Background: an optimization exercise with open tools, aiming at small area, a short achievable clock period and few clock cycles per item. Do not read the settings as production practice. Function was not checked in any run shown here: the RTL went through the layout flow alone. Power and IR drop assume default switching activity.

===== flow/run.sh =====
#!/bin/bash
# The standard layout (standard.sh), with port buffers of the given cell instead
# of the one buffer_ports picks by default.  make's output goes to standard.log;
# ORFS keeps each step's log under orfs/logs.
set -euo pipefail
export BUFFER_PORTS_ARGS="-buffer_cell sky130_fd_sc_hd__buf_2"
bash standard.sh > standard.log 2>&1

===== standard.sh =====
#!/bin/bash
# synth_recipe.tcl (not shown) runs the flow's synth.tcl, then flattens the netlist and writes it again
# the make line also repeats each setting of config.mk as NAME=value (left out here)
make -C /OpenROAD-flow-scripts/flow DESIGN_CONFIG=/design/flow/config.mk WORK_HOME=/design/flow/orfs CLKGATE_MAP_FILE= SYNTH_SCRIPT=/design/flow/synth_recipe.tcl "${@:-finish}"

===== config.mk =====
export PLATFORM = sky130hd
export DESIGN_NAME = mac
export DESIGN_NICKNAME = mac
export VERILOG_FILES = /design/flow/design.v
export SDC_FILE = /design/flow/constraint.sdc
export NUM_CORES = 4
export LEC_CHECK = 0
export CAP_MARGIN = 20
export CORE_MARGIN = 2
export CORE_UTILIZATION = 40
export SLEW_MARGIN = 20
export SYNTH_HIERARCHICAL = 1
export SYNTH_MINIMUM_KEEP_SIZE = 0

===== constraint.sdc =====
create_clock -name core_clock -period 7.0 [get_ports {clk}]
set_input_delay 1.4000 -clock core_clock [delete_from_list [all_inputs] [get_ports {clk}]]
set_output_delay 1.4000 -clock core_clock [all_outputs]
set_load 0.01 [all_outputs]

===== design.v =====
`timescale 1ns / 1ps
`timescale 1ns / 1ps
module mac (
    input  wire        clk,
    input  wire        rst,
    input  wire [31:0] x,
    input  wire [31:0] y,
    input  wire        start,
    output wire [31:0] z,
    output wire        busy
  );
  wire pp1 = ~(x[0] & y[0]);
  wire pp2 = ~(x[0] & y[1]);
  wire pp3 = ~(x[0] & y[2]);
  wire pp4 = ~(x[0] & y[3]);
  wire pp5 = ~(x[0] & y[4]);
  wire pp6 = ~(x[0] & y[5]);
  wire pp7 = ~(x[0] & y[6]);
  wire pp8 = x[0] & y[7];
  wire pp9 = ~(x[1] & y[0]);
  wire pp10 = ~(x[1] & y[1]);
  wire pp11 = ~(x[1] & y[2]);
  wire pp12 = ~(x[1] & y[3]);
  wire pp13 = ~(x[1] & y[4]);
  wire pp14 = ~(x[1] & y[5]);
  wire pp15 = ~(x[1] & y[6]);
  wire pp16 = x[1] & y[7];
  wire pp17 = ~(x[2] & y[0]);
  wire pp18 = ~(x[2] & y[1]);
  wire pp19 = ~(x[2] & y[2]);
  wire pp20 = ~(x[2] & y[3]);
  wire pp21 = ~(x[2] & y[4]);
  wire pp22 = ~(x[2] & y[5]);
  wire pp23 = ~(x[2] & y[6]);
  wire pp24 = x[2] & y[7];
  wire pp25 = ~(x[3] & y[0]);
  wire pp26 = ~(x[3] & y[1]);
  wire pp27 = ~(x[3] & y[2]);
  wire pp28 = ~(x[3] & y[3]);
  wire pp29 = ~(x[3] & y[4]);
  wire pp30 = ~(x[3] & y[5]);
  wire pp31 = ~(x[3] & y[6]);
  wire pp32 = x[3] & y[7];
  wire pp33 = ~(x[4] & y[0]);
  wire pp34 = ~(x[4] & y[1]);
  wire pp35 = ~(x[4] & y[2]);
  wire pp36 = ~(x[4] & y[3]);
  wire pp37 = ~(x[4] & y[4]);
  wire pp38 = ~(x[4] & y[5]);
  wire pp39 = ~(x[4] & y[6]);
  wire pp40 = x[4] & y[7];
  wire pp41 = ~(x[5] & y[0]);
  wire pp42 = ~(x[5] & y[1]);
  wire pp43 = ~(x[5] & y[2]);
  wire pp44 = ~(x[5] & y[3]);
  wire pp45 = ~(x[5] & y[4]);
  wire pp46 = ~(x[5] & y[5]);
  wire pp47 = ~(x[5] & y[6]);
  wire pp48 = x[5] & y[7];
  wire pp49 = ~(x[6] & y[0]);
  wire pp50 = ~(x[6] & y[1]);
  wire pp51 = ~(x[6] & y[2]);
  wire pp52 = ~(x[6] & y[3]);
  wire pp53 = ~(x[6] & y[4]);
  wire pp54 = ~(x[6] & y[5]);
  wire pp55 = ~(x[6] & y[6]);
  wire pp56 = x[6] & y[7];
  wire pp57 = x[7] & y[0];
  wire pp58 = x[7] & y[1];
  wire pp59 = x[7] & y[2];
  wire pp60 = x[7] & y[3];
  wire pp61 = x[7] & y[4];
  wire pp62 = x[7] & y[5];
  wire pp63 = x[7] & y[6];
  wire pp64 = ~(x[7] & y[7]);
  wire pp65 = ~(x[8] & y[8]);
  wire pp66 = ~(x[8] & y[9]);
  wire pp67 = ~(x[8] & y[10]);
  wire pp68 = ~(x[8] & y[11]);
  wire pp69 = ~(x[8] & y[12]);
  wire pp70 = ~(x[8] & y[13]);
  wire pp71 = ~(x[8] & y[14]);
  wire pp72 = x[8] & y[15];
  wire pp73 = ~(x[9] & y[8]);
  wire pp74 = ~(x[9] & y[9]);
  wire pp75 = ~(x[9] & y[10]);
  wire pp76 = ~(x[9] & y[11]);
  wire pp77 = ~(x[9] & y[12]);
  wire pp78 = ~(x[9] & y[13]);
  wire pp79 = ~(x[9] & y[14]);
  wire pp80 = x[9] & y[15];
  wire pp81 = ~(x[10] & y[8]);
  wire pp82 = ~(x[10] & y[9]);
  wire pp83 = ~(x[10] & y[10]);
  wire pp84 = ~(x[10] & y[11]);
  wire pp85 = ~(x[10] & y[12]);
  wire pp86 = ~(x[10] & y[13]);
  wire pp87 = ~(x[10] & y[14]);
  wire pp88 = x[10] & y[15];
  wire pp89 = ~(x[11] & y[8]);
  wire pp90 = ~(x[11] & y[9]);
  wire pp91 = ~(x[11] & y[10]);
  wire pp92 = ~(x[11] & y[11]);
  wire pp93 = ~(x[11] & y[12]);
  wire pp94 = ~(x[11] & y[13]);
  wire pp95 = ~(x[11] & y[14]);
  wire pp96 = x[11] & y[15];
  wire pp97 = ~(x[12] & y[8]);
  wire pp98 = ~(x[12] & y[9]);
  wire pp99 = ~(x[12] & y[10]);
  wire pp100 = ~(x[12] & y[11]);
  wire pp101 = ~(x[12] & y[12]);
  wire pp102 = ~(x[12] & y[13]);
  wire pp103 = ~(x[12] & y[14]);
  wire pp104 = x[12] & y[15];
  wire pp105 = ~(x[13] & y[8]);
  wire pp106 = ~(x[13] & y[9]);
  wire pp107 = ~(x[13] & y[10]);
  wire pp108 = ~(x[13] & y[11]);
  wire pp109 = ~(x[13] & y[12]);
  wire pp110 = ~(x[13] & y[13]);
  wire pp111 = ~(x[13] & y[14]);
  wire pp112 = x[13] & y[15];
  wire pp113 = ~(x[14] & y[8]);
  wire pp114 = ~(x[14] & y[9]);
  wire pp115 = ~(x[14] & y[10]);
  wire pp116 = ~(x[14] & y[11]);
  wire pp117 = ~(x[14] & y[12]);
  wire pp118 = ~(x[14] & y[13]);
  wire pp119 = ~(x[14] & y[14]);
  wire pp120 = x[14] & y[15];
  wire pp121 = x[15] & y[8];
  wire pp122 = x[15] & y[9];
  wire pp123 = x[15] & y[10];
  wire pp124 = x[15] & y[11];
  wire pp125 = x[15] & y[12];
  wire pp126 = x[15] & y[13];
  wire pp127 = x[15] & y[14];
  wire pp128 = ~(x[15] & y[15]);
  wire pp129 = ~(x[16] & y[16]);
  wire pp130 = ~(x[16] & y[17]);
  wire pp131 = ~(x[16] & y[18]);
  wire pp132 = ~(x[16] & y[19]);
  wire pp133 = ~(x[16] & y[20]);
  wire pp134 = ~(x[16] & y[21]);
  wire pp135 = ~(x[16] & y[22]);
  wire pp136 = x[16] & y[23];
  wire pp137 = ~(x[17] & y[16]);
  wire pp138 = ~(x[17] & y[17]);
  wire pp139 = ~(x[17] & y[18]);
  wire pp140 = ~(x[17] & y[19]);
  wire pp141 = ~(x[17] & y[20]);
  wire pp142 = ~(x[17] & y[21]);
  wire pp143 = ~(x[17] & y[22]);
  wire pp144 = x[17] & y[23];
  wire pp145 = ~(x[18] & y[16]);
  wire pp146 = ~(x[18] & y[17]);
  wire pp147 = ~(x[18] & y[18]);
  wire pp148 = ~(x[18] & y[19]);
  wire pp149 = ~(x[18] & y[20]);
  wire pp150 = ~(x[18] & y[21]);
  wire pp151 = ~(x[18] & y[22]);
  wire pp152 = x[18] & y[23];
  wire pp153 = ~(x[19] & y[16]);
  wire pp154 = ~(x[19] & y[17]);
  wire pp155 = ~(x[19] & y[18]);
  wire pp156 = ~(x[19] & y[19]);
  wire pp157 = ~(x[19] & y[20]);
  wire pp158 = ~(x[19] & y[21]);
  wire pp159 = ~(x[19] & y[22]);
  wire pp160 = x[19] & y[23];
  wire pp161 = ~(x[20] & y[16]);
  wire pp162 = ~(x[20] & y[17]);
  wire pp163 = ~(x[20] & y[18]);
  wire pp164 = ~(x[20] & y[19]);
  wire pp165 = ~(x[20] & y[20]);
  wire pp166 = ~(x[20] & y[21]);
  wire pp167 = ~(x[20] & y[22]);
  wire pp168 = x[20] & y[23];
  wire pp169 = ~(x[21] & y[16]);
  wire pp170 = ~(x[21] & y[17]);
  wire pp171 = ~(x[21] & y[18]);
  wire pp172 = ~(x[21] & y[19]);
  wire pp173 = ~(x[21] & y[20]);
  wire pp174 = ~(x[21] & y[21]);
  wire pp175 = ~(x[21] & y[22]);
  wire pp176 = x[21] & y[23];
  wire pp177 = ~(x[22] & y[16]);
  wire pp178 = ~(x[22] & y[17]);
  wire pp179 = ~(x[22] & y[18]);
  wire pp180 = ~(x[22] & y[19]);
  wire pp181 = ~(x[22] & y[20]);
  wire pp182 = ~(x[22] & y[21]);
  wire pp183 = ~(x[22] & y[22]);
  wire pp184 = x[22] & y[23];
  wire pp185 = x[23] & y[16];
  wire pp186 = x[23] & y[17];
  wire pp187 = x[23] & y[18];
  wire pp188 = x[23] & y[19];
  wire pp189 = x[23] & y[20];
  wire pp190 = x[23] & y[21];
  wire pp191 = x[23] & y[22];
  wire pp192 = ~(x[23] & y[23]);
  wire pp193 = ~(x[24] & y[24]);
  wire pp194 = ~(x[24] & y[25]);
  wire pp195 = ~(x[24] & y[26]);
  wire pp196 = ~(x[24] & y[27]);
  wire pp197 = ~(x[24] & y[28]);
  wire pp198 = ~(x[24] & y[29]);
  wire pp199 = ~(x[24] & y[30]);
  wire pp200 = x[24] & y[31];
  wire pp201 = ~(x[25] & y[24]);
  wire pp202 = ~(x[25] & y[25]);
  wire pp203 = ~(x[25] & y[26]);
  wire pp204 = ~(x[25] & y[27]);
  wire pp205 = ~(x[25] & y[28]);
  wire pp206 = ~(x[25] & y[29]);
  wire pp207 = ~(x[25] & y[30]);
  wire pp208 = x[25] & y[31];
  wire pp209 = ~(x[26] & y[24]);
  wire pp210 = ~(x[26] & y[25]);
  wire pp211 = ~(x[26] & y[26]);
  wire pp212 = ~(x[26] & y[27]);
  wire pp213 = ~(x[26] & y[28]);
  wire pp214 = ~(x[26] & y[29]);
  wire pp215 = ~(x[26] & y[30]);
  wire pp216 = x[26] & y[31];
  wire pp217 = ~(x[27] & y[24]);
  wire pp218 = ~(x[27] & y[25]);
  wire pp219 = ~(x[27] & y[26]);
  wire pp220 = ~(x[27] & y[27]);
  wire pp221 = ~(x[27] & y[28]);
  wire pp222 = ~(x[27] & y[29]);
  wire pp223 = ~(x[27] & y[30]);
  wire pp224 = x[27] & y[31];
  wire pp225 = ~(x[28] & y[24]);
  wire pp226 = ~(x[28] & y[25]);
  wire pp227 = ~(x[28] & y[26]);
  wire pp228 = ~(x[28] & y[27]);
  wire pp229 = ~(x[28] & y[28]);
  wire pp230 = ~(x[28] & y[29]);
  wire pp231 = ~(x[28] & y[30]);
  wire pp232 = x[28] & y[31];
  wire pp233 = ~(x[29] & y[24]);
  wire pp234 = ~(x[29] & y[25]);
  wire pp235 = ~(x[29] & y[26]);
  wire pp236 = ~(x[29] & y[27]);
  wire pp237 = ~(x[29] & y[28]);
  wire pp238 = ~(x[29] & y[29]);
  wire pp239 = ~(x[29] & y[30]);
  wire pp240 = x[29] & y[31];
  wire pp241 = ~(x[30] & y[24]);
  wire pp242 = ~(x[30] & y[25]);
  wire pp243 = ~(x[30] & y[26]);
  wire pp244 = ~(x[30] & y[27]);
  wire pp245 = ~(x[30] & y[28]);
  wire pp246 = ~(x[30] & y[29]);
  wire pp247 = ~(x[30] & y[30]);
  wire pp248 = x[30] & y[31];
  wire pp249 = x[31] & y[24];
  wire pp250 = x[31] & y[25];
  wire pp251 = x[31] & y[26];
  wire pp252 = x[31] & y[27];
  wire pp253 = x[31] & y[28];
  wire pp254 = x[31] & y[29];
  wire pp255 = x[31] & y[30];
  wire pp256 = ~(x[31] & y[31]);
  wire s257 = ~(pp1 ^ pp65);
  wire c258 = pp1 | pp65;
  wire s259, c259;
  mac_fa u259 (.a(pp129), .b(pp193), .ci(s257), .s(s259), .co(c259));
  wire s260 = ~(pp2 ^ pp9);
  wire c261 = pp2 | pp9;
  wire s262, c262;
  mac_fa u262 (.a(pp66), .b(pp73), .ci(pp130), .s(s262), .co(c262));
  wire s263, c263;
  mac_fa u263 (.a(pp137), .b(pp194), .ci(pp201), .s(s263), .co(c263));
  wire s264, c264;
  mac_fa u264 (.a(c258), .b(s260), .ci(s262), .s(s264), .co(c264));
  wire s265, c265;
  mac_fa u265 (.a(s263), .b(c259), .ci(s264), .s(s265), .co(c265));
  wire s266, c266;
  mac_fa u266 (.a(pp3), .b(pp10), .ci(pp17), .s(s266), .co(c266));
  wire s267, c267;
  mac_fa u267 (.a(pp67), .b(pp74), .ci(pp81), .s(s267), .co(c267));
  wire s268, c268;
  mac_fa u268 (.a(pp131), .b(pp138), .ci(pp145), .s(s268), .co(c268));
  wire s269, c269;
  mac_fa u269 (.a(pp195), .b(pp202), .ci(pp209), .s(s269), .co(c269));
  wire s270, c270;
  mac_fa u270 (.a(c261), .b(c262), .ci(c263), .s(s270), .co(c270));
  wire s271, c271;
  mac_fa u271 (.a(s266), .b(s267), .ci(s268), .s(s271), .co(c271));
  wire s272, c272;
  mac_fa u272 (.a(s269), .b(c264), .ci(s270), .s(s272), .co(c272));
  wire s273, c273;
  mac_fa u273 (.a(s271), .b(c265), .ci(s272), .s(s273), .co(c273));
  wire s274 = ~(pp4 ^ pp11);
  wire c275 = pp4 | pp11;
  wire s276, c276;
  mac_fa u276 (.a(pp18), .b(pp25), .ci(pp68), .s(s276), .co(c276));
  wire s277, c277;
  mac_fa u277 (.a(pp75), .b(pp82), .ci(pp89), .s(s277), .co(c277));
  wire s278, c278;
  mac_fa u278 (.a(pp132), .b(pp139), .ci(pp146), .s(s278), .co(c278));
  wire s279, c279;
  mac_fa u279 (.a(pp153), .b(pp196), .ci(pp203), .s(s279), .co(c279));
  wire s280, c280;
  mac_fa u280 (.a(pp210), .b(pp217), .ci(s274), .s(s280), .co(c280));
  wire s281, c281;
  mac_fa u281 (.a(c266), .b(c267), .ci(c268), .s(s281), .co(c281));
  wire s282, c282;
  mac_fa u282 (.a(c269), .b(s276), .ci(s277), .s(s282), .co(c282));
  wire s283, c283;
  mac_fa u283 (.a(s278), .b(s279), .ci(s280), .s(s283), .co(c283));
  wire s284, c284;
  mac_fa u284 (.a(c270), .b(c271), .ci(s281), .s(s284), .co(c284));
  wire s285, c285;
  mac_fa u285 (.a(s282), .b(s283), .ci(c272), .s(s285), .co(c285));
  wire s286, c286;
  mac_fa u286 (.a(s284), .b(c273), .ci(s285), .s(s286), .co(c286));
  wire s287 = ~(pp5 ^ pp12);
  wire c288 = pp5 | pp12;
  wire s289, c289;
  mac_fa u289 (.a(pp19), .b(pp26), .ci(pp33), .s(s289), .co(c289));
  wire s290, c290;
  mac_fa u290 (.a(pp69), .b(pp76), .ci(pp83), .s(s290), .co(c290));
  wire s291, c291;
  mac_fa u291 (.a(pp90), .b(pp97), .ci(pp133), .s(s291), .co(c291));
  wire s292, c292;
  mac_fa u292 (.a(pp140), .b(pp147), .ci(pp154), .s(s292), .co(c292));
  wire s293, c293;
  mac_fa u293 (.a(pp161), .b(pp197), .ci(pp204), .s(s293), .co(c293));
  wire s294, c294;
  mac_fa u294 (.a(pp211), .b(pp218), .ci(pp225), .s(s294), .co(c294));
  wire s295, c295;
  mac_fa u295 (.a(c275), .b(s287), .ci(c276), .s(s295), .co(c295));
  wire s296, c296;
  mac_fa u296 (.a(c277), .b(c278), .ci(c279), .s(s296), .co(c296));
  wire s297, c297;
  mac_fa u297 (.a(s289), .b(s290), .ci(s291), .s(s297), .co(c297));
  wire s298, c298;
  mac_fa u298 (.a(s292), .b(s293), .ci(s294), .s(s298), .co(c298));
  wire s299, c299;
  mac_fa u299 (.a(c280), .b(c281), .ci(c282), .s(s299), .co(c299));
  wire s300, c300;
  mac_fa u300 (.a(s295), .b(s296), .ci(s297), .s(s300), .co(c300));
  wire s301, c301;
  mac_fa u301 (.a(s298), .b(c283), .ci(c284), .s(s301), .co(c301));
  wire s302, c302;
  mac_fa u302 (.a(s299), .b(s300), .ci(c285), .s(s302), .co(c302));
  wire s303 = ~(pp6 ^ pp13);
  wire c304 = pp6 | pp13;
  wire s305, c305;
  mac_fa u305 (.a(pp20), .b(pp27), .ci(pp34), .s(s305), .co(c305));
  wire s306, c306;
  mac_fa u306 (.a(pp41), .b(pp70), .ci(pp77), .s(s306), .co(c306));
  wire s307, c307;
  mac_fa u307 (.a(pp84), .b(pp91), .ci(pp98), .s(s307), .co(c307));
  wire s308, c308;
  mac_fa u308 (.a(pp105), .b(pp134), .ci(pp141), .s(s308), .co(c308));
  wire s309, c309;
  mac_fa u309 (.a(pp148), .b(pp155), .ci(pp162), .s(s309), .co(c309));
  wire s310, c310;
  mac_fa u310 (.a(pp169), .b(pp198), .ci(pp205), .s(s310), .co(c310));
  wire s311, c311;
  mac_fa u311 (.a(pp212), .b(pp219), .ci(pp226), .s(s311), .co(c311));
  wire s312, c312;
  mac_fa u312 (.a(pp233), .b(c288), .ci(s303), .s(s312), .co(c312));
  wire s313, c313;
  mac_fa u313 (.a(c289), .b(c290), .ci(c291), .s(s313), .co(c313));
  wire s314, c314;
  mac_fa u314 (.a(c292), .b(c293), .ci(c294), .s(s314), .co(c314));
  wire s315, c315;
  mac_fa u315 (.a(s305), .b(s306), .ci(s307), .s(s315), .co(c315));
  wire s316, c316;
  mac_fa u316 (.a(s308), .b(s309), .ci(s310), .s(s316), .co(c316));
  wire s317, c317;
  mac_fa u317 (.a(s311), .b(s312), .ci(c295), .s(s317), .co(c317));
  wire s318, c318;
  mac_fa u318 (.a(c296), .b(c297), .ci(c298), .s(s318), .co(c318));
  wire s319, c319;
  mac_fa u319 (.a(s313), .b(s314), .ci(s315), .s(s319), .co(c319));
  wire s320, c320;
  mac_fa u320 (.a(s316), .b(c299), .ci(c300), .s(s320), .co(c320));
  wire s321, c321;
  mac_fa u321 (.a(s317), .b(s318), .ci(s319), .s(s321), .co(c321));
  wire s322, c322;
  mac_fa u322 (.a(c301), .b(s320), .ci(s321), .s(s322), .co(c322));
  wire s323 = ~(pp7 ^ pp14);
  wire c324 = pp7 | pp14;
  wire s325, c325;
  mac_fa u325 (.a(pp21), .b(pp28), .ci(pp35), .s(s325), .co(c325));
  wire s326, c326;
  mac_fa u326 (.a(pp42), .b(pp49), .ci(pp71), .s(s326), .co(c326));
  wire s327, c327;
  mac_fa u327 (.a(pp78), .b(pp85), .ci(pp92), .s(s327), .co(c327));
  wire s328, c328;
  mac_fa u328 (.a(pp99), .b(pp106), .ci(pp113), .s(s328), .co(c328));
  wire s329, c329;
  mac_fa u329 (.a(pp135), .b(pp142), .ci(pp149), .s(s329), .co(c329));
  wire s330, c330;
  mac_fa u330 (.a(pp156), .b(pp163), .ci(pp170), .s(s330), .co(c330));
  wire s331, c331;
  mac_fa u331 (.a(pp177), .b(pp199), .ci(pp206), .s(s331), .co(c331));
  wire s332, c332;
  mac_fa u332 (.a(pp213), .b(pp220), .ci(pp227), .s(s332), .co(c332));
  wire s333, c333;
  mac_fa u333 (.a(pp234), .b(pp241), .ci(c304), .s(s333), .co(c333));
  wire s334, c334;
  mac_fa u334 (.a(s323), .b(c305), .ci(c306), .s(s334), .co(c334));
  wire s335, c335;
  mac_fa u335 (.a(c307), .b(c308), .ci(c309), .s(s335), .co(c335));
  wire s336, c336;
  mac_fa u336 (.a(c310), .b(c311), .ci(s325), .s(s336), .co(c336));
  wire s337, c337;
  mac_fa u337 (.a(s326), .b(s327), .ci(s328), .s(s337), .co(c337));
  wire s338, c338;
  mac_fa u338 (.a(s329), .b(s330), .ci(s331), .s(s338), .co(c338));
  wire s339, c339;
  mac_fa u339 (.a(s332), .b(s333), .ci(c312), .s(s339), .co(c339));
  wire s340, c340;
  mac_fa u340 (.a(c313), .b(c314), .ci(c315), .s(s340), .co(c340));
  wire s341, c341;
  mac_fa u341 (.a(c316), .b(s334), .ci(s335), .s(s341), .co(c341));
  wire s342, c342;
  mac_fa u342 (.a(s336), .b(s337), .ci(s338), .s(s342), .co(c342));
  wire s343, c343;
  mac_fa u343 (.a(s339), .b(c317), .ci(c318), .s(s343), .co(c343));
  wire s344, c344;
  mac_fa u344 (.a(c319), .b(s340), .ci(s341), .s(s344), .co(c344));
  wire s345, c345;
  mac_fa u345 (.a(s342), .b(c320), .ci(c321), .s(s345), .co(c345));
  wire s346 = ~(pp8 ^ pp15);
  wire c347 = pp8 | pp15;
  wire s348, c348;
  mac_fa u348 (.a(pp22), .b(pp29), .ci(pp36), .s(s348), .co(c348));
  wire s349, c349;
  mac_fa u349 (.a(pp43), .b(pp50), .ci(pp57), .s(s349), .co(c349));
  wire s350, c350;
  mac_fa u350 (.a(pp72), .b(pp79), .ci(pp86), .s(s350), .co(c350));
  wire s351, c351;
  mac_fa u351 (.a(pp93), .b(pp100), .ci(pp107), .s(s351), .co(c351));
  wire s352, c352;
  mac_fa u352 (.a(pp114), .b(pp121), .ci(pp136), .s(s352), .co(c352));
  wire s353, c353;
  mac_fa u353 (.a(pp143), .b(pp150), .ci(pp157), .s(s353), .co(c353));
  wire s354, c354;
  mac_fa u354 (.a(pp164), .b(pp171), .ci(pp178), .s(s354), .co(c354));
  wire s355, c355;
  mac_fa u355 (.a(pp185), .b(pp200), .ci(pp207), .s(s355), .co(c355));
  wire s356, c356;
  mac_fa u356 (.a(pp214), .b(pp221), .ci(pp228), .s(s356), .co(c356));
  wire s357, c357;
  mac_fa u357 (.a(pp235), .b(pp242), .ci(pp249), .s(s357), .co(c357));
  wire s358, c358;
  mac_fa u358 (.a(c324), .b(s346), .ci(c325), .s(s358), .co(c358));
  wire s359, c359;
  mac_fa u359 (.a(c326), .b(c327), .ci(c328), .s(s359), .co(c359));
  wire s360, c360;
  mac_fa u360 (.a(c329), .b(c330), .ci(c331), .s(s360), .co(c360));
  wire s361, c361;
  mac_fa u361 (.a(c332), .b(s348), .ci(s349), .s(s361), .co(c361));
  wire s362, c362;
  mac_fa u362 (.a(s350), .b(s351), .ci(s352), .s(s362), .co(c362));
  wire s363, c363;
  mac_fa u363 (.a(s353), .b(s354), .ci(s355), .s(s363), .co(c363));
  wire s364, c364;
  mac_fa u364 (.a(s356), .b(s357), .ci(c333), .s(s364), .co(c364));
  wire s365, c365;
  mac_fa u365 (.a(c334), .b(c335), .ci(c336), .s(s365), .co(c365));
  wire s366, c366;
  mac_fa u366 (.a(c337), .b(c338), .ci(s358), .s(s366), .co(c366));
  wire s367, c367;
  mac_fa u367 (.a(s359), .b(s360), .ci(s361), .s(s367), .co(c367));
  wire s368, c368;
  mac_fa u368 (.a(s362), .b(s363), .ci(s364), .s(s368), .co(c368));
  wire s369, c369;
  mac_fa u369 (.a(c339), .b(c340), .ci(c341), .s(s369), .co(c369));
  wire s370, c370;
  mac_fa u370 (.a(c342), .b(s365), .ci(s366), .s(s370), .co(c370));
  wire s371, c371;
  mac_fa u371 (.a(s367), .b(s368), .ci(c343), .s(s371), .co(c371));
  wire s372, c372;
  mac_fa u372 (.a(c344), .b(s369), .ci(s370), .s(s372), .co(c372));
  wire s373 = ~(pp16 ^ pp23);
  wire c374 = pp16 | pp23;
  wire s375, c375;
  mac_fa u375 (.a(pp30), .b(pp37), .ci(pp44), .s(s375), .co(c375));
  wire s376, c376;
  mac_fa u376 (.a(pp51), .b(pp58), .ci(pp80), .s(s376), .co(c376));
  wire s377, c377;
  mac_fa u377 (.a(pp87), .b(pp94), .ci(pp101), .s(s377), .co(c377));
  wire s378, c378;
  mac_fa u378 (.a(pp108), .b(pp115), .ci(pp122), .s(s378), .co(c378));
  wire s379, c379;
  mac_fa u379 (.a(pp144), .b(pp151), .ci(pp158), .s(s379), .co(c379));
  wire s380, c380;
  mac_fa u380 (.a(pp165), .b(pp172), .ci(pp179), .s(s380), .co(c380));
  wire s381, c381;
  mac_fa u381 (.a(pp186), .b(pp208), .ci(pp215), .s(s381), .co(c381));
  wire s382, c382;
  mac_fa u382 (.a(pp222), .b(pp229), .ci(pp236), .s(s382), .co(c382));
  wire s383, c383;
  mac_fa u383 (.a(pp243), .b(pp250), .ci(c347), .s(s383), .co(c383));
  wire s384, c384;
  mac_fa u384 (.a(s373), .b(c348), .ci(c349), .s(s384), .co(c384));
  wire s385, c385;
  mac_fa u385 (.a(c350), .b(c351), .ci(c352), .s(s385), .co(c385));
  wire s386, c386;
  mac_fa u386 (.a(c353), .b(c354), .ci(c355), .s(s386), .co(c386));
  wire s387, c387;
  mac_fa u387 (.a(c356), .b(c357), .ci(s375), .s(s387), .co(c387));
  wire s388, c388;
  mac_fa u388 (.a(s376), .b(s377), .ci(s378), .s(s388), .co(c388));
  wire s389, c389;
  mac_fa u389 (.a(s379), .b(s380), .ci(s381), .s(s389), .co(c389));
  wire s390, c390;
  mac_fa u390 (.a(s382), .b(s383), .ci(c358), .s(s390), .co(c390));
  wire s391, c391;
  mac_fa u391 (.a(c359), .b(c360), .ci(c361), .s(s391), .co(c391));
  wire s392, c392;
  mac_fa u392 (.a(c362), .b(c363), .ci(s384), .s(s392), .co(c392));
  wire s393, c393;
  mac_fa u393 (.a(s385), .b(s386), .ci(s387), .s(s393), .co(c393));
  wire s394, c394;
  mac_fa u394 (.a(s388), .b(s389), .ci(c364), .s(s394), .co(c394));
  wire s395, c395;
  mac_fa u395 (.a(c365), .b(c366), .ci(c367), .s(s395), .co(c395));
  wire s396, c396;
  mac_fa u396 (.a(s390), .b(s391), .ci(s392), .s(s396), .co(c396));
  wire s397, c397;
  mac_fa u397 (.a(s393), .b(c368), .ci(s394), .s(s397), .co(c397));
  wire s398, c398;
  mac_fa u398 (.a(c369), .b(c370), .ci(s395), .s(s398), .co(c398));
  wire s399 = ~(pp24 ^ pp31);
  wire c400 = pp24 | pp31;
  wire s401, c401;
  mac_fa u401 (.a(pp38), .b(pp45), .ci(pp52), .s(s401), .co(c401));
  wire s402, c402;
  mac_fa u402 (.a(pp59), .b(pp88), .ci(pp95), .s(s402), .co(c402));
  wire s403, c403;
  mac_fa u403 (.a(pp102), .b(pp109), .ci(pp116), .s(s403), .co(c403));
  wire s404, c404;
  mac_fa u404 (.a(pp123), .b(pp152), .ci(pp159), .s(s404), .co(c404));
  wire s405, c405;
  mac_fa u405 (.a(pp166), .b(pp173), .ci(pp180), .s(s405), .co(c405));
  wire s406, c406;
  mac_fa u406 (.a(pp187), .b(pp216), .ci(pp223), .s(s406), .co(c406));
  wire s407, c407;
  mac_fa u407 (.a(pp230), .b(pp237), .ci(pp244), .s(s407), .co(c407));
  wire s408, c408;
  mac_fa u408 (.a(pp251), .b(c374), .ci(s399), .s(s408), .co(c408));
  wire s409, c409;
  mac_fa u409 (.a(c375), .b(c376), .ci(c377), .s(s409), .co(c409));
  wire s410, c410;
  mac_fa u410 (.a(c378), .b(c379), .ci(c380), .s(s410), .co(c410));
  wire s411, c411;
  mac_fa u411 (.a(c381), .b(c382), .ci(s401), .s(s411), .co(c411));
  wire s412, c412;
  mac_fa u412 (.a(s402), .b(s403), .ci(s404), .s(s412), .co(c412));
  wire s413, c413;
  mac_fa u413 (.a(s405), .b(s406), .ci(s407), .s(s413), .co(c413));
  wire s414, c414;
  mac_fa u414 (.a(c383), .b(s408), .ci(c384), .s(s414), .co(c414));
  wire s415, c415;
  mac_fa u415 (.a(c385), .b(c386), .ci(c387), .s(s415), .co(c415));
  wire s416, c416;
  mac_fa u416 (.a(c388), .b(c389), .ci(s409), .s(s416), .co(c416));
  wire s417, c417;
  mac_fa u417 (.a(s410), .b(s411), .ci(s412), .s(s417), .co(c417));
  wire s418, c418;
  mac_fa u418 (.a(s413), .b(c390), .ci(c391), .s(s418), .co(c418));
  wire s419, c419;
  mac_fa u419 (.a(c392), .b(c393), .ci(s414), .s(s419), .co(c419));
  wire s420, c420;
  mac_fa u420 (.a(s415), .b(s416), .ci(s417), .s(s420), .co(c420));
  wire s421, c421;
  mac_fa u421 (.a(c394), .b(c395), .ci(c396), .s(s421), .co(c421));
  wire s422, c422;
  mac_fa u422 (.a(s418), .b(s419), .ci(s420), .s(s422), .co(c422));
  wire s423, c423;
  mac_fa u423 (.a(pp32), .b(pp39), .ci(pp46), .s(s423), .co(c423));
  wire s424, c424;
  mac_fa u424 (.a(pp53), .b(pp60), .ci(pp96), .s(s424), .co(c424));
  wire s425, c425;
  mac_fa u425 (.a(pp103), .b(pp110), .ci(pp117), .s(s425), .co(c425));
  wire s426, c426;
  mac_fa u426 (.a(pp124), .b(pp160), .ci(pp167), .s(s426), .co(c426));
  wire s427, c427;
  mac_fa u427 (.a(pp174), .b(pp181), .ci(pp188), .s(s427), .co(c427));
  wire s428, c428;
  mac_fa u428 (.a(pp224), .b(pp231), .ci(pp238), .s(s428), .co(c428));
  wire s429, c429;
  mac_fa u429 (.a(pp245), .b(pp252), .ci(c400), .s(s429), .co(c429));
  wire s430, c430;
  mac_fa u430 (.a(c401), .b(c402), .ci(c403), .s(s430), .co(c430));
  wire s431, c431;
  mac_fa u431 (.a(c404), .b(c405), .ci(c406), .s(s431), .co(c431));
  wire s432, c432;
  mac_fa u432 (.a(c407), .b(s423), .ci(s424), .s(s432), .co(c432));
  wire s433, c433;
  mac_fa u433 (.a(s425), .b(s426), .ci(s427), .s(s433), .co(c433));
  wire s434, c434;
  mac_fa u434 (.a(s428), .b(s429), .ci(c408), .s(s434), .co(c434));
  wire s435, c435;
  mac_fa u435 (.a(c409), .b(c410), .ci(c411), .s(s435), .co(c435));
  wire s436, c436;
  mac_fa u436 (.a(c412), .b(c413), .ci(s430), .s(s436), .co(c436));
  wire s437, c437;
  mac_fa u437 (.a(s431), .b(s432), .ci(s433), .s(s437), .co(c437));
  wire s438, c438;
  mac_fa u438 (.a(s434), .b(c414), .ci(c415), .s(s438), .co(c438));
  wire s439, c439;
  mac_fa u439 (.a(c416), .b(c417), .ci(s435), .s(s439), .co(c439));
  wire s440, c440;
  mac_fa u440 (.a(s436), .b(s437), .ci(c418), .s(s440), .co(c440));
  wire s441, c441;
  mac_fa u441 (.a(c419), .b(c420), .ci(s438), .s(s441), .co(c441));
  wire s442, c442;
  mac_fa u442 (.a(pp40), .b(pp47), .ci(pp54), .s(s442), .co(c442));
  wire s443, c443;
  mac_fa u443 (.a(pp61), .b(pp104), .ci(pp111), .s(s443), .co(c443));
  wire s444, c444;
  mac_fa u444 (.a(pp118), .b(pp125), .ci(pp168), .s(s444), .co(c444));
  wire s445, c445;
  mac_fa u445 (.a(pp175), .b(pp182), .ci(pp189), .s(s445), .co(c445));
  wire s446, c446;
  mac_fa u446 (.a(pp232), .b(pp239), .ci(pp246), .s(s446), .co(c446));
  wire s447, c447;
  mac_fa u447 (.a(pp253), .b(c423), .ci(c424), .s(s447), .co(c447));
  wire s448, c448;
  mac_fa u448 (.a(c425), .b(c426), .ci(c427), .s(s448), .co(c448));
  wire s449, c449;
  mac_fa u449 (.a(c428), .b(s442), .ci(s443), .s(s449), .co(c449));
  wire s450, c450;
  mac_fa u450 (.a(s444), .b(s445), .ci(s446), .s(s450), .co(c450));
  wire s451, c451;
  mac_fa u451 (.a(c429), .b(c430), .ci(c431), .s(s451), .co(c451));
  wire s452, c452;
  mac_fa u452 (.a(c432), .b(c433), .ci(s447), .s(s452), .co(c452));
  wire s453, c453;
  mac_fa u453 (.a(s448), .b(s449), .ci(s450), .s(s453), .co(c453));
  wire s454, c454;
  mac_fa u454 (.a(c434), .b(c435), .ci(c436), .s(s454), .co(c454));
  wire s455, c455;
  mac_fa u455 (.a(c437), .b(s451), .ci(s452), .s(s455), .co(c455));
  wire s456, c456;
  mac_fa u456 (.a(s453), .b(c438), .ci(c439), .s(s456), .co(c456));
  wire s457, c457;
  mac_fa u457 (.a(pp48), .b(pp55), .ci(pp62), .s(s457), .co(c457));
  wire s458, c458;
  mac_fa u458 (.a(pp112), .b(pp119), .ci(pp126), .s(s458), .co(c458));
  wire s459, c459;
  mac_fa u459 (.a(pp176), .b(pp183), .ci(pp190), .s(s459), .co(c459));
  wire s460, c460;
  mac_fa u460 (.a(pp240), .b(pp247), .ci(pp254), .s(s460), .co(c460));
  wire s461, c461;
  mac_fa u461 (.a(c442), .b(c443), .ci(c444), .s(s461), .co(c461));
  wire s462, c462;
  mac_fa u462 (.a(c445), .b(c446), .ci(s457), .s(s462), .co(c462));
  wire s463, c463;
  mac_fa u463 (.a(s458), .b(s459), .ci(s460), .s(s463), .co(c463));
  wire s464, c464;
  mac_fa u464 (.a(c447), .b(c448), .ci(c449), .s(s464), .co(c464));
  wire s465, c465;
  mac_fa u465 (.a(c450), .b(s461), .ci(s462), .s(s465), .co(c465));
  wire s466, c466;
  mac_fa u466 (.a(s463), .b(c451), .ci(c452), .s(s466), .co(c466));
  wire s467, c467;
  mac_fa u467 (.a(c453), .b(s464), .ci(s465), .s(s467), .co(c467));
  wire s468, c468;
  mac_fa u468 (.a(c454), .b(c455), .ci(s466), .s(s468), .co(c468));
  wire s469, c469;
  mac_fa u469 (.a(pp56), .b(pp63), .ci(pp120), .s(s469), .co(c469));
  wire s470, c470;
  mac_fa u470 (.a(pp127), .b(pp184), .ci(pp191), .s(s470), .co(c470));
  wire s471, c471;
  mac_fa u471 (.a(pp248), .b(pp255), .ci(c457), .s(s471), .co(c471));
  wire s472, c472;
  mac_fa u472 (.a(c458), .b(c459), .ci(c460), .s(s472), .co(c472));
  wire s473, c473;
  mac_fa u473 (.a(s469), .b(s470), .ci(c461), .s(s473), .co(c473));
  wire s474, c474;
  mac_fa u474 (.a(c462), .b(c463), .ci(s471), .s(s474), .co(c474));
  wire s475, c475;
  mac_fa u475 (.a(s472), .b(c464), .ci(c465), .s(s475), .co(c475));
  wire s476, c476;
  mac_fa u476 (.a(s473), .b(s474), .ci(c466), .s(s476), .co(c476));
  wire s477, c477;
  mac_fa u477 (.a(pp64), .b(pp128), .ci(pp192), .s(s477), .co(c477));
  wire s478, c478;
  mac_fa u478 (.a(pp256), .b(c469), .ci(c470), .s(s478), .co(c478));
  wire s479, c479;
  mac_fa u479 (.a(s477), .b(c471), .ci(c472), .s(s479), .co(c479));
  wire s480, c480;
  mac_fa u480 (.a(s478), .b(c473), .ci(c474), .s(s480), .co(c480));
  wire s481, c481;
  mac_fa u481 (.a(s479), .b(c475), .ci(s480), .s(s481), .co(c481));
  wire s482, c482;
  mac_fa u482 (.a(c477), .b(c478), .ci(c479), .s(s482), .co(c482));
  reg  [47:0] r;
  always @(posedge clk)
  begin
    if (start)
      r <= {c482, c481, s482, c480, s481, c476, s476, c468, s475, c467, s468, c456, s467, s456, c441, c440, s455, s454, s441, s440, c422, c421, s439, s422, s421, c398, c397, s398, c372, c371, s397, s396, s372, s371, c345, s345, c322, s344, s343, s322, c302, s302, c286, s301, s286, s273, s265, s259};
  end
  wire s483, c483;
  mac_fa u483 (.a(r[4]), .b(r[5]), .ci(r[6]), .s(s483), .co(c483));
  wire s484, c484;
  mac_fa u484 (.a(r[7]), .b(r[8]), .ci(c483), .s(s484), .co(c484));
  wire s485, c485;
  mac_fa u485 (.a(r[9]), .b(r[10]), .ci(r[11]), .s(s485), .co(c485));
  wire s486 = r[12] ^ s485;
  wire c487 = r[12] & s485;
  wire s488, c488;
  mac_fa u488 (.a(r[13]), .b(r[14]), .ci(r[15]), .s(s488), .co(c488));
  wire s489 = c485 ^ s488;
  wire c490 = c485 & s488;
  wire s491, c491;
  mac_fa u491 (.a(r[16]), .b(r[17]), .ci(r[18]), .s(s491), .co(c491));
  wire s492, c492;
  mac_fa u492 (.a(r[19]), .b(r[20]), .ci(c488), .s(s492), .co(c492));
  wire s493 = s491 ^ c490;
  wire c494 = s491 & c490;
  wire s495, c495;
  mac_fa u495 (.a(r[21]), .b(r[22]), .ci(r[23]), .s(s495), .co(c495));
  wire s496, c496;
  mac_fa u496 (.a(r[24]), .b(c491), .ci(s495), .s(s496), .co(c496));
  wire s497 = c492 ^ c494;
  wire c498 = c492 & c494;
  wire s499, c499;
  mac_fa u499 (.a(r[25]), .b(r[26]), .ci(r[27]), .s(s499), .co(c499));
  wire s500, c500;
  mac_fa u500 (.a(r[28]), .b(r[29]), .ci(c495), .s(s500), .co(c500));
  wire s501, c501;
  mac_fa u501 (.a(s499), .b(c496), .ci(s500), .s(s501), .co(c501));
  wire s502, c502;
  mac_fa u502 (.a(r[30]), .b(r[31]), .ci(r[32]), .s(s502), .co(c502));
  wire s503, c503;
  mac_fa u503 (.a(r[33]), .b(r[34]), .ci(c499), .s(s503), .co(c503));
  wire s504, c504;
  mac_fa u504 (.a(s502), .b(c500), .ci(s503), .s(s504), .co(c504));
  wire s505, c505;
  mac_fa u505 (.a(r[35]), .b(r[36]), .ci(r[37]), .s(s505), .co(c505));
  wire s506, c506;
  mac_fa u506 (.a(c502), .b(s505), .ci(c503), .s(s506), .co(c506));
  wire s507, c507;
  mac_fa u507 (.a(r[38]), .b(r[39]), .ci(r[40]), .s(s507), .co(c507));
  wire s508, c508;
  mac_fa u508 (.a(r[41]), .b(c505), .ci(s507), .s(s508), .co(c508));
  wire s509, c509;
  mac_fa u509 (.a(r[42]), .b(r[43]), .ci(c507), .s(s509), .co(c509));
  wire s510, c510;
  mac_fa u510 (.a(r[44]), .b(r[45]), .ci(r[46]), .s(s510), .co(c510));
  wire g0 = r[0] & 1'b0;
  wire p0 = r[0] ^ 1'b0;
  wire g1 = r[1] & 1'b0;
  wire p1 = r[1] ^ 1'b0;
  wire g2 = r[2] & 1'b0;
  wire p2 = r[2] ^ 1'b0;
  wire g3 = r[3] & 1'b0;
  wire p3 = r[3] ^ 1'b0;
  wire g4 = s483 & 1'b0;
  wire p4 = s483 ^ 1'b0;
  wire g5 = s484 & 1'b0;
  wire p5 = s484 ^ 1'b0;
  wire g6 = s486 & c484;
  wire p6 = s486 ^ c484;
  wire g7 = c487 & s489;
  wire p7 = c487 ^ s489;
  wire g8 = s492 & s493;
  wire p8 = s492 ^ s493;
  wire g9 = s496 & s497;
  wire p9 = s496 ^ s497;
  wire g10 = c498 & s501;
  wire p10 = c498 ^ s501;
  wire g11 = c501 & s504;
  wire p11 = c501 ^ s504;
  wire g12 = c504 & s506;
  wire p12 = c504 ^ s506;
  wire g13 = s508 & c506;
  wire p13 = s508 ^ c506;
  wire g14 = c508 & s509;
  wire p14 = c508 ^ s509;
  wire g15 = s510 & c509;
  wire p15 = s510 ^ c509;
  wire g16 = r[47] & c510;
  wire p16 = r[47] ^ c510;
  wire G1_1 = g1 | (p1 & g0);
  wire P1_1 = p1 & p0;
  wire G1_3 = g3 | (p3 & g2);
  wire P1_3 = p3 & p2;
  wire G1_5 = g5 | (p5 & g4);
  wire P1_5 = p5 & p4;
  wire G1_7 = g7 | (p7 & g6);
  wire P1_7 = p7 & p6;
  wire G1_9 = g9 | (p9 & g8);
  wire P1_9 = p9 & p8;
  wire G1_11 = g11 | (p11 & g10);
  wire P1_11 = p11 & p10;
  wire G1_13 = g13 | (p13 & g12);
  wire P1_13 = p13 & p12;
  wire G1_15 = g15 | (p15 & g14);
  wire P1_15 = p15 & p14;
  wire G2_2 = g2 | (p2 & G1_1);
  wire P2_2 = p2 & P1_1;
  wire G2_3 = G1_3 | (P1_3 & G1_1);
  wire P2_3 = P1_3 & P1_1;
  wire G2_6 = g6 | (p6 & G1_5);
  wire P2_6 = p6 & P1_5;
  wire G2_7 = G1_7 | (P1_7 & G1_5);
  wire P2_7 = P1_7 & P1_5;
  wire G2_10 = g10 | (p10 & G1_9);
  wire P2_10 = p10 & P1_9;
  wire G2_11 = G1_11 | (P1_11 & G1_9);
  wire P2_11 = P1_11 & P1_9;
  wire G2_14 = g14 | (p14 & G1_13);
  wire P2_14 = p14 & P1_13;
  wire G2_15 = G1_15 | (P1_15 & G1_13);
  wire P2_15 = P1_15 & P1_13;
  wire G4_4 = g4 | (p4 & G2_3);
  wire P4_4 = p4 & P2_3;
  wire G4_5 = G1_5 | (P1_5 & G2_3);
  wire P4_5 = P1_5 & P2_3;
  wire G4_6 = G2_6 | (P2_6 & G2_3);
  wire P4_6 = P2_6 & P2_3;
  wire G4_7 = G2_7 | (P2_7 & G2_3);
  wire P4_7 = P2_7 & P2_3;
  wire G4_12 = g12 | (p12 & G2_11);
  wire P4_12 = p12 & P2_11;
  wire G4_13 = G1_13 | (P1_13 & G2_11);
  wire P4_13 = P1_13 & P2_11;
  wire G4_14 = G2_14 | (P2_14 & G2_11);
  wire P4_14 = P2_14 & P2_11;
  wire G4_15 = G2_15 | (P2_15 & G2_11);
  wire P4_15 = P2_15 & P2_11;
  wire G8_8 = g8 | (p8 & G4_7);
  wire P8_8 = p8 & P4_7;
  wire G8_9 = G1_9 | (P1_9 & G4_7);
  wire P8_9 = P1_9 & P4_7;
  wire G8_10 = G2_10 | (P2_10 & G4_7);
  wire P8_10 = P2_10 & P4_7;
  wire G8_11 = G2_11 | (P2_11 & G4_7);
  wire P8_11 = P2_11 & P4_7;
  wire G8_12 = G4_12 | (P4_12 & G4_7);
  wire P8_12 = P4_12 & P4_7;
  wire G8_13 = G4_13 | (P4_13 & G4_7);
  wire P8_13 = P4_13 & P4_7;
  wire G8_14 = G4_14 | (P4_14 & G4_7);
  wire P8_14 = P4_14 & P4_7;
  wire G8_15 = G4_15 | (P4_15 & G4_7);
  wire P8_15 = P4_15 & P4_7;
  wire [2:0] sgn;
  mac_sgn1 usgn0 (.g(g16), .p(p16), .c(G8_15), .s(sgn[0]));
  mac_sgn1 usgn1 (.g(g16), .p(p16), .c(G8_15), .s(sgn[1]));
  mac_sgn1 usgn2 (.g(g16), .p(p16), .c(G8_15), .s(sgn[2]));
  assign z    = {sgn[2], sgn[2], sgn[2], sgn[2], sgn[2], sgn[1], sgn[1], sgn[1], sgn[1], sgn[1], sgn[0], sgn[0], sgn[0], sgn[0], sgn[0],
                 ~(p16 ^ G8_15), ~(p15 ^ G8_14), ~(p14 ^ G8_13), ~(p13 ^ G8_12), ~(p12 ^ G8_11), ~(p11 ^ G8_10), ~(p10 ^ G8_9), ~(p9 ^ G8_8), ~(p8 ^ G4_7), ~(p7 ^ G4_6), ~(p6 ^ G4_5), ~(p5 ^ G4_4), ~(p4 ^ G2_3), ~(p3 ^ G2_2), ~(p2 ^ G1_1), ~(p1 ^ g0), ~p0};
  assign busy = 1'b0;
endmodule
module mac_fa (
    input  wire a,
    input  wire b,
    input  wire ci,
    output wire s,
    output wire co
  );
  assign s  = a ^ b ^ ci;
  assign co = (a & b) | (a & ci) | (b & ci);
endmodule
module mac_sgn (
    input  wire t,
    input  wire g,
    input  wire p,
    input  wire c,
    output wire s
  );
  assign s = ~(t ^ (g | (p & c)));
endmodule
module mac_sgn0 (
    input  wire g,
    input  wire p,
    input  wire c,
    output wire s
  );
  assign s = ~(g | (p & c));
endmodule
module mac_sgn1 (
    input  wire g,
    input  wire p,
    input  wire c,
    output wire s
  );
  assign s = g | (p & c);
endmodule

==> results of run 1 <==
[synthesized netlist by cell type, types with 2 or more instances]
| cell type | number |
|---|---|
| fa_1 | 230 |
| xnor2_1 | 5 |
| or3_1 | 2 |
| edfxtp_1 | 48 |
| nand2_1 | 191 |
| nand2b_1 | 2 |
| and2_1 | 68 |
| nand4_1 | 2 |
| o21ai_1 | 2 |
| ha_1 | 23 |
| nand2b_2 | 2 |
| a21o_1 | 5 |
| inv_1 | 31 |
| clkbuf_1 | 18 |
| nor2_1 | 5 |
| o21ai_0 | 2 |
| a21oi_1 | 4 |
| buf_4 | 13 |
[critical path, cell delays in order (launching register included)]
cell	delay, ns
edfxtp_1	0.40
fa_1	0.51
fa_1	0.41
fa_1	0.48
ha_1	0.32
o21ai_0	0.11
a211oi_1	0.43
o31ai_2	0.14
nand2b_2	0.12
a21o_1	0.18
buf_2	0.15
[final cells by class]
class                      count  area (um^2)  area share (%)
timing repair buffer          97        485.5           5.511
inverter                      31        116.4           1.321
clock buffer                   5        125.1           1.420
multi-input combinational    548         6267           71.14
clock inverter                 3        42.54          0.4829
sequential                    48         1441           16.36
tap                          265        331.6           3.764
[cells by family after synthesis]
| kind of cell | count (synthesis) |
|---|---|
| simple gates | 273 |
| fa+ha+maj | 253 |
| buf+inv | 62 |
| flops | 48 |
| compound gates | 15 |
| xor+xnor | 6 |
| other cells | 1 |
[worst max-delay path by stage]
stage	start	endpoint
6_report	r[21]	z[21]
4_1_cts	r[21]	z[27]
3_3_place_gp	r[21]	z[22]
3_5_place_dp	r[21]	z[27]
2_1_floorplan	r[25]	z[18]
5_1_grt	r[25]	z[19]
[modules after synthesis, one instance, submodules excluded]
module    times used  cells
mac                1    427
mac_fa           228      1
mac_sgn1           3      1
[routing by layer]
| layer | GRT usage [%] | vias to the layer above | part of all wire [%] |
|---|---|---|---|
| li1 | - | 2156 | - |
| met1 | 28.77 | 2715 | 44 |
| met2 | 32.20 | 205 | 47 |
| met3 | 2.790 | 29 | 6.7 |
| met4 | 4.559 | 0 | 1.6 |
| met5 | 0 | - | 0 |
[stage by stage]
step	hold WS, ns	area (um^2)	instances	power [uW]	utilization [%]
after floorplan	1.513	7990	658	3258	-
after global placement	1.854	8642	989	4356	44.26
after detailed placement	1.854	8642	989	4425	44.26
after CTS	1.653	8810	997	4690	45.12
after global routing	1.687	8810	997	5155	45.12
final	1.658	8810	997	4596	45.12
[power groups by stage]
stage	combinational, uW	clock [uW]	sequential [uW]
floorplan	2620	0	640
global placement	3710	0	650
detailed placement	3770	0	656
CTS	3780	264	650
global route	4210	278	664
finish	3690	258	646
==> metrics.cfg, run 1 <==
[critical_path]
critPathRequiredTime_ns = 5.60
end_kind = output pin
critPathArrivalTime_ns = 3.51
crit_type = reg -> out
cp-start-kind = flop
cp_max_fo = 5

[global_routing]
grt_first_pass_wirelength_um = 32500
overflow = 0
grt_max_degree = 49
track_usage_pct = 19.85
grt_pass1_vias = 5858
antenna_found_initial = 0

[floorplan]
rows = 51
start_util_pct = 40.92
fp.dieH_um = 145.3
design.portCount = 100
core_area_um2 = 19530
die-area_um2 = 21120
die_w_um = 145.3

[cts]
cts.sinks = 48
clkSlewWorstSetupHoldPaths_ns = 0.06
post_cts_resized = 0
cts_tree = yes
ctsRootBufferMaster = clkbuf_16
htree_levels = 2
hold_buffers = 0
post-cts-setup-buffers = 0
clock_path_buffers = 2
cts_buffers = 5

[final_layout]
final_cell_mix = fa_1 (230), nand2_1 (191), buf_2 (97)
diodes = 0
final_nets = 1051
largest_register = r
drive_above_1_share_pct = 14.62
mostFrequentLayoutCell = fa_1
syn2layout_area_growth_pct = 10.26
largest_reg_flops = 48
n_fill_cell = 1836
top_regs = r (48)

[placement]
gp_congestion = 0.8971
port_buffers = 97
dpl.hpwl_um = 18020
pre_cts_slack_ns = 2.348

[min_path]
holdCritPathClass = in -> reg
hold_path_end = r[0]
holdCritStartpoint = x[24]
min_path_cells = 3

[synthesis]
synth.distinct_cells = 23
synth_warnings = 7
synth-adder-area-share_pct = 61.23
synth_xor_area_share_pct = 0.6577
synthSimpleGateAreaFrac_pct = 15.28
synth_top_family_by_area = adder cells
ys_ff_latch = 48
yosysTopAreaCell = fa_1
synth_edf_count = 48
syn-cell-area_um2 = 7990
syn_area_per_cell_um2 = 12.14
synth.area.mux_share_pct = 0
yosysSeqAreaShare_pct = 18.04
async_flop_share_pct = 0
yosys-top-cells-area = fa_1 (58%), edfxtp_1 (18%), nand2_1 (9.0%), and2_1 (5.3%), ha_1 (3.6%)
synth_nets = 978
yosys.area.top_type_share_pct = 57.63
syn_inst = 658
synth_flop_cell = edfxtp_1
synth_compound_area_share_pct = 1.221

[pwr]
combinationalPowerShare_pct = 80.3
power.share.clock_pct = 5.6
p_sw_uw = 2169
p_leak_uw = 0.003396
ir_drop_mv = 0.5909
switching_share_pct = 47.20
intPower_uw = 2426
powerDensity_nw_per_um2 = 521.6
seq_power_share_pct = 14.0

[timing]
final-max-slew-violation-count = 0
fmax_ghz = 0.2038
rsz0062_at_grt = false
setup_ws_ns = 2.092
finalHoldViolations = 0
worst_pin_slew_ns = 0.9808
final.setup.tns_ns = 0
setup_viol = 0
relSlewSlack_pct = 34.62
min_period_ns = 4.908
fin_crit_sh_pct = 70.11

[routing]
wl_per_cell_um = 20.28
first_pass_iters = 5
drc = 0
vias = 5105
drt-initial-drc-count = 306
routed_wirelength_um = 20220
ant_nets = 0
via_per_inst = 5.120

[run]
maxCapViolCount = 0

[status]
status = no timing/DRC/antenna violations

==> inputs of run 2 (changes only) <==
--- a/config.mk
+++ b/config.mk
@@ -10,2 +10,3 @@
 export CORE_UTILIZATION = 40
+export SETUP_SLACK_MARGIN = 2.6
 export SLEW_MARGIN = 20
==> run 2 against run 1 <==
Worst setup slack better by 0.17 ns. Utilization is 0.68 points higher. Clock power hardly changed. Power is 14% higher. Combinational power is 18% higher. Largest power group unchanged.
==> metrics.cfg, run 2 <==
[cts]
cts_buffers = 5  ; unchanged
ctsRootBufferMaster = clkbuf_16  ; unchanged
hold_buffers = 0  ; unchanged
htree_levels = 2  ; unchanged
cts_tree = yes  ; unchanged
clkSlewWorstSetupHoldPaths_ns = 0.07  ; was 0.06 ns
clock_path_buffers = 2  ; unchanged
cts.sinks = 48  ; unchanged

[routing]
ant_nets = 0  ; unchanged
via_per_inst = 5.133  ; was 5.120
vias = 5128  ; was 5105
drt-initial-drc-count = 239  ; was 306
routed_wirelength_um = 21240  ; was 20220 um
first_pass_iters = 5  ; unchanged
drc = 0  ; unchanged
wl_per_cell_um = 21.26  ; was 20.28 um

[final_layout]
diodes = 0  ; unchanged
n_fill_cell = 1815  ; was 1836
mostFrequentLayoutCell = fa_1  ; unchanged
final_cell_mix = fa_1 (225), nand2_1 (191), buf_2 (97)  ; was fa_1 (230), nand2_1 (191), buf_2 (97)
largest_reg_flops = 48  ; unchanged
final_nets = 1053  ; was 1051
syn2layout_area_growth_pct = 11.92  ; was 10.26%
top_regs = r (48)  ; unchanged
drive_above_1_share_pct = 17.17  ; was 14.62%
utilization_pct = 45.80  ; was 45.12%
largest_register = r  ; unchanged

[floorplan]
fp.dieH_um = 145.3  ; unchanged
die_w_um = 145.3  ; unchanged
rows = 51  ; unchanged
design.portCount = 100  ; unchanged
core_area_um2 = 19530  ; unchanged
start_util_pct = 40.92  ; unchanged
die-area_um2 = 21120  ; unchanged

[synthesis]
synth_warnings = 7  ; unchanged
yosys.area.top_type_share_pct = 57.63  ; unchanged
syn_inst = 658  ; unchanged
synth_edf_count = 48  ; unchanged
async_flop_share_pct = 0  ; unchanged
synth.distinct_cells = 23  ; unchanged
synth_nets = 978  ; unchanged
yosysSeqAreaShare_pct = 18.04  ; unchanged
yosys-top-cells-area = fa_1 (58%), edfxtp_1 (18%), nand2_1 (9.0%), and2_1 (5.3%), ha_1 (3.6%)  ; unchanged
syn_area_per_cell_um2 = 12.14  ; unchanged
ys_ff_latch = 48  ; unchanged
syn-cell-area_um2 = 7990  ; unchanged
synth_flop_cell = edfxtp_1  ; unchanged
synth_common_cells = fa_1 (230), nand2_1 (191), and2_1 (68), edfxtp_1 (48), inv_1 (31)  ; unchanged
synth.most_common_cell = fa_1  ; unchanged
yosysTopAreaCell = fa_1  ; unchanged

[min_path]
holdCritStartpoint = y[24]  ; was x[24]
holdCritPathClass = in -> reg  ; unchanged

[critical_path]
critPathArrivalTime_ns = 3.34  ; was 3.51 ns
cp-startpoint = r[25]  ; was r[21]
end_kind = output pin  ; unchanged
worst-path-buf-inv = 1  ; unchanged
cp_max_fo = 5  ; unchanged
critPathMaxStageDelay_ns = 0.50  ; was 0.51 ns
crit_slowest_cell = fa_1  ; unchanged
crit_family = adder cells  ; unchanged
crit_chain = fa_2, fa_1, fa_1, ha_4, nand4_1, a211oi_4, o31ai_4, nand2b_4, a21o_1, buf_2  ; was fa_1, fa_1, fa_1, ha_1, o21ai_0, a211oi_1, o31ai_2, nand2b_2, a21o_1, buf_2
crit_type = reg -> out  ; unchanged
critPathRequiredTime_ns = 5.60  ; about the same
cp-start-kind = flop  ; unchanged
cpMostUsedCell = fa_1  ; unchanged

[global_routing]
grt_max_degree = 49  ; unchanged
overflow = 0  ; unchanged
antenna_found_initial = 0  ; unchanged
track_usage_pct = 20.87  ; was 19.85%
grt_pass1_vias = 5911  ; was 5858
grt_first_pass_wirelength_um = 33630  ; was 32500 um

[timing]
fin_crit_sh_pct = 67.71  ; was 70.11%
setup_ws_ns = 2.261  ; was 2.092 ns
rsz0062_at_grt = true  ; was false
relSlewSlack_pct = 30.52  ; was 34.62%
worst_pin_slew_ns = 1.042  ; was 0.9808 ns
final-max-slew-violation-count = 0  ; unchanged
setup_viol = 0  ; unchanged
min_period_ns = 4.739  ; was 4.908 ns
final.setup.tns_ns = 0  ; unchanged
finalHoldViolations = 0  ; unchanged
fmax_ghz = 0.2110  ; was 0.2038 GHz

[pwr]
switching_share_pct = 46.60  ; was 47.20%
p_leak_uw = 0.003411  ; was 0.003396 uW
powerDensity_nw_per_um2 = 587.5  ; was 521.6 nW/um^2
intPower_uw = 2805  ; was 2426 uW
p_sw_uw = 2448  ; was 2169 uW
total_power_uw = 5254  ; was 4596 uW
combinationalPowerShare_pct = 82.7  ; was 80.3%
power.share.clock_pct = 5.0  ; was 5.6%
seq_power_share_pct = 12.3  ; was 14.0%
ir_drop_mv = 0.4562  ; was 0.5909 mV

[status]
status = no timing/DRC/antenna violations  ; unchanged

[placement]
pre_cts_slack_ns = 2.460  ; was 2.348 ns
gp_congestion = 0.9304  ; was 0.8971
port_buffers = 97  ; unchanged
dpl.hpwl_um = 18200  ; was 18020 um

[run]
maxCapViolCount = 0  ; unchanged

-- run 2: cell counts after synthesis --
No cell type changed its count.
-- run 2: final cells by class --
type,instances,area [um^2],share of cell area [%]
multi-input cells,548,6389,71.44
well taps,265,331.6,3.708
clock buffers,6,128.9,1.441
clock inverters,2,35.03,0.3918
inverters,31,116.4,1.301
flip-flops and latches,48,1441,16.12
repair buffers,99,500.5,5.597
-- run 2: logic make-up after synthesis --
family | share of synthesized area, %
xor gates and xnor gates | 0.6577
and+or+nand+nor | 15.28
DFF | 18.04
AOI/OAI and AO/OA | 1.222
buffers and inverters | 3.523
other | 0.04693
adders and majority gates | 61.23
-- run 2: routing by layer --
layer,vias to the layer above,global-route usage (%),routed length (um)
li1,2156,-,-
met1,2710,29.09,9264
met2,233,34.03,10080
met3,29,4.169,1531
met4,0,5.245,369
met5,-,0,0
-- run 2: final timing paths --
| kind | end | slack (ns) | cells past startpoint |
|---|---|---|---|
| worst max-delay path | z[22] | 2.26 | 10 |
| worst min-delay path | r[0] | 1.66 | 3 |
-- run 2: through the flow --
stage / instances / cell area [um^2] / hold WS (ns)
2_1_floorplan: 658 / 8016 / 1.513
3_3_place_gp: 989 / 8668 / 1.857
3_5_place_dp: 989 / 8668 / 1.858
4_1_cts: 999 / 8930 / 1.651
5_1_grt: 999 / 8942 / 1.667
6_report: 999 / 8942 / 1.657
-- run 2: power by group through the flow --
stage	logic (uW)	registers [uW]	clock network, uW
final	4350	647	261
after global routing	4870	667	279
after CTS	4330	651	266
after detailed placement	3900	656	0
after global placement	3840	650	0
after floorplan	2720	641	0
-- run 2: modules after synthesis (local to each module, per instance) --
module	cells inside	times used	flip-flops and latches	cell area [um^2]
mac_fa	1	228	0	20.02
mac	427	1	48	3403
mac_sgn1	1	3	0	7.507
-- run 2: what timing repair did --
item                                    4_1_cts  5_1_grt
endpoints found under the setup margin       21       21
gates resized for setup                      13        3
buffers inserted                              2        0
endpoints found under the hold margin         0        0
pin swaps                                     5        7
==> inputs of run 3 (changes only) <==
--- a/config.mk
+++ b/config.mk
@@ -10,3 +10,3 @@
 export CORE_UTILIZATION = 40
-export SETUP_SLACK_MARGIN = 2.6
+export SETUP_SLACK_MARGIN = 2.75
 export SLEW_MARGIN = 20
==> run 3 against run 2 <==
Largest power group unchanged. Critical endpoint is now z[21]. Sequential share of layout area is 0.24 points lower. Fmax down 0.85%. Cell count rose by 0.40%. Still clean on timing, DRC and antenna. Critical path depth unchanged.
==> metrics.cfg, run 3 <==
[global_routing]
grt_first_pass_wirelength_um = 33440  ; was 33630 um
grt_pass1_vias = 5963  ; was 5911
track_usage_pct = 20.77  ; was 20.87%
antenna_found_initial = 0  ; unchanged
overflow = 0  ; unchanged
grt_max_degree = 49  ; unchanged

[timing]
setup_viol = 0  ; unchanged
hold_ws_ns = 1.660  ; was 1.657 ns
fin_crit_sh_pct = 68.28  ; was 67.71%
rsz0062_at_grt = true  ; unchanged
setup_ws_ns = 2.220  ; was 2.261 ns
relSlewSlack_pct = 31.95  ; was 30.52%
final-max-slew-violation-count = 0  ; unchanged
finalHoldViolations = 0  ; unchanged
fmax_ghz = 0.2092  ; was 0.2110 GHz
min_period_ns = 4.780  ; was 4.739 ns
worst_pin_slew_ns = 1.021  ; was 1.042 ns
final.setup.tns_ns = 0  ; unchanged

[synthesis]
ys_ff_latch = 48  ; unchanged
syn-cell-area_um2 = 7990  ; unchanged
async_flop_share_pct = 0  ; unchanged
synth_flop_cell = edfxtp_1  ; unchanged
synth.most_common_cell = fa_1  ; unchanged
synth_warnings = 7  ; unchanged
yosysTopAreaCell = fa_1  ; unchanged
synth_common_cells = fa_1 (230), nand2_1 (191), and2_1 (68), edfxtp_1 (48), inv_1 (31)  ; unchanged
yosys.area.top_type_share_pct = 57.63  ; unchanged
synth.distinct_cells = 23  ; unchanged
yosys-top-cells-area = fa_1 (58%), edfxtp_1 (18%), nand2_1 (9.0%), and2_1 (5.3%), ha_1 (3.6%)  ; unchanged
synth_edf_count = 48  ; unchanged
synth_nets = 978  ; unchanged
syn_area_per_cell_um2 = 12.14  ; unchanged
yosysSeqAreaShare_pct = 18.04  ; unchanged
syn_inst = 658  ; unchanged

[min_path]
holdCritPathClass = in -> reg  ; unchanged
holdCritStartpoint = x[16]  ; was y[24]

[floorplan]
fp.dieH_um = 145.3  ; unchanged
core_area_um2 = 19530  ; unchanged
rows = 51  ; unchanged
start_util_pct = 40.92  ; unchanged
die-area_um2 = 21120  ; unchanged
design.portCount = 100  ; unchanged
die_w_um = 145.3  ; unchanged

[pwr]
ir_drop_mv = 0.5141  ; was 0.4562 mV
powerDensity_nw_per_um2 = 597.6  ; was 587.5 nW/um^2
p_leak_uw = 0.003445  ; was 0.003411 uW

[placement]
port_buffers = 97  ; unchanged
gp_congestion = 0.9408  ; was 0.9304
pre_cts_slack_ns = 2.427  ; was 2.460 ns
dp.cells = 989  ; unchanged
post_dp_cell_area_um2 = 8696  ; was 8668 um^2
dpl.hpwl_um = 18210  ; was 18200 um

[cts]
clkSlewWorstSetupHoldPaths_ns = 0.06  ; was 0.07 ns
ctsRootBufferMaster = clkbuf_16  ; unchanged
clock_path_buffers = 2  ; unchanged
cts_tree = yes  ; unchanged
htree_levels = 2  ; unchanged
cts.sinks = 48  ; unchanged
cts_buffers = 5  ; unchanged

[routing]
first_pass_iters = 4  ; was 5
met3_length_um = 1442  ; was 1531 um
ant_nets = 0  ; unchanged
vias = 5115  ; was 5128
routed_wirelength_um = 21250  ; was 21240 um
via_per_inst = 5.100  ; was 5.133
drc = 0  ; unchanged
wl_met2_um = 10180  ; was 10080 um
met1_length_um = 9188  ; was 9264 um
drt-initial-drc-count = 199  ; was 239
top_layer = met4  ; unchanged
wl_per_cell_um = 21.18  ; was 21.26 um

[critical_path]
critPathRequiredTime_ns = 5.60  ; about the same
cp_max_fo = 5  ; unchanged
cp-startpoint = r[25]  ; unchanged
crit_type = reg -> out  ; unchanged
end_kind = output pin  ; unchanged
critPathArrivalTime_ns = 3.38  ; was 3.34 ns
cp-start-kind = flop  ; unchanged

[final_layout]
mostFrequentLayoutCell = fa_1  ; unchanged
drive_above_1_share_pct = 20.05  ; was 17.17%
syn2layout_area_growth_pct = 13.58  ; was 11.92%
diodes = 0  ; unchanged
top_regs = r (48)  ; unchanged
final_nets = 1057  ; was 1053
largest_register = r  ; unchanged
final_cells = 1003  ; was 999
final_area_um2 = 9075  ; was 8942 um^2
largest_reg_flops = 48  ; unchanged
final_cell_mix = fa_1 (213), nand2_1 (190), buf_2 (77)  ; was fa_1 (225), nand2_1 (191), buf_2 (97)

[run]
maxCapViolCount = 0  ; unchanged

[status]
status = no timing/DRC/antenna violations  ; unchanged

[run 3: changes by cell type in the layout (fill, tap and decap cells not counted), moves of 4 or more]
| cell | previous run | this run |
|---|---|---|
| buf_2 | 97 | 77 |
| buf_4 | 2 | 6 |
| buf_6 | 0 | 8 |
| clkbuf_4 | 0 | 11 |
| fa_1 | 225 | 213 |
| fa_2 | 5 | 17 |
[run 3: worst paths after layout]
kind,to,slack (ns),cells after the start
max,z[21],2.22,10
min,r[0],1.66,3
[run 3: per-layer routing]
layer | vias to the layer above | track usage [%]
li1 | 2165 | -
met2 | 171 | 34.12
met4 | 0 | 5.588
met1 | 2745 | 28.77
met3 | 34 | 3.824
met5 | - | 0
[run 3: critical path: stages (launching register included)]
cell and delay, ns:
edfxtp_1 0.40, fa_2 0.41, fa_2 0.53, fa_1 0.45, ha_4 0.29, nand4_1 0.14
a211oi_2 0.29, o31ai_2 0.13, nand2b_2 0.13, a21o_1 0.18, buf_2 0.15
[run 3: kinds of logic (layout without fill, tap and decap cells)]
family	after synthesis	after routing	synth area share (%)
xor gates and xnor gates	6	6	0.6577
AOI/OAI and AO/OA	15	15	1.222
and+or+nand+nor	273	273	15.28
other	1	1	0.04693
buffers and inverters	62	142	3.523
DFF	48	48	18.04
adders and majority gates	253	253	61.23
[run 3: modules after synthesis, one instance, submodules excluded]
module	copies in the design	area, um^2	flip-flops and latches
mac_fa	228	20.02	0
mac	1	3403	48
mac_sgn1	3	7.507	0
[run 3: through the flow]
stage | total power, uW | utilization, %
after CTS | 5203 | 45.63
after floorplan | 3430 | -
after global placement | 4565 | 44.53
after global routing | 5993 | 46.48
after detailed placement | 4648 | 44.53
final | 5424 | 46.48
[run 3: final cells by class]
type,instances,area [um^2]
clock buffers,5,125.1
clock inverters,3,22.52
fillers,1833,10450
inverters,31,116.4
multi-input cells,548,6415
flip-flops and latches,48,1441
well taps,265,331.6
repair buffers,103,623.1
[run 3: repair_timing]
item,4_1_cts,5_1_grt
pin swaps,13,21
buffers inserted,3,3
hold buffers,0,0
setup endpoints to repair,22,30
gates resized for setup,9,54
[run 3: power breakdown]
group	total [uW]	internal [uW]	switching, uW	leakage (uW)
logic	4540	2190	2350	0.00290
registers	651	579	72.2	0.000471
clock network	233	133	99.5	0.0000742
total	5420	2900	2520	0.00344

Re-timed with assumed drivers on the ports (clkbuf_16 on the clock, buf_2 on other inputs), run 3 has 2.181 ns of setup slack against 2.220 ns with ideal ports, and 2.465 ns once port delays also move by the mid clock arrival of 0.323 ns.
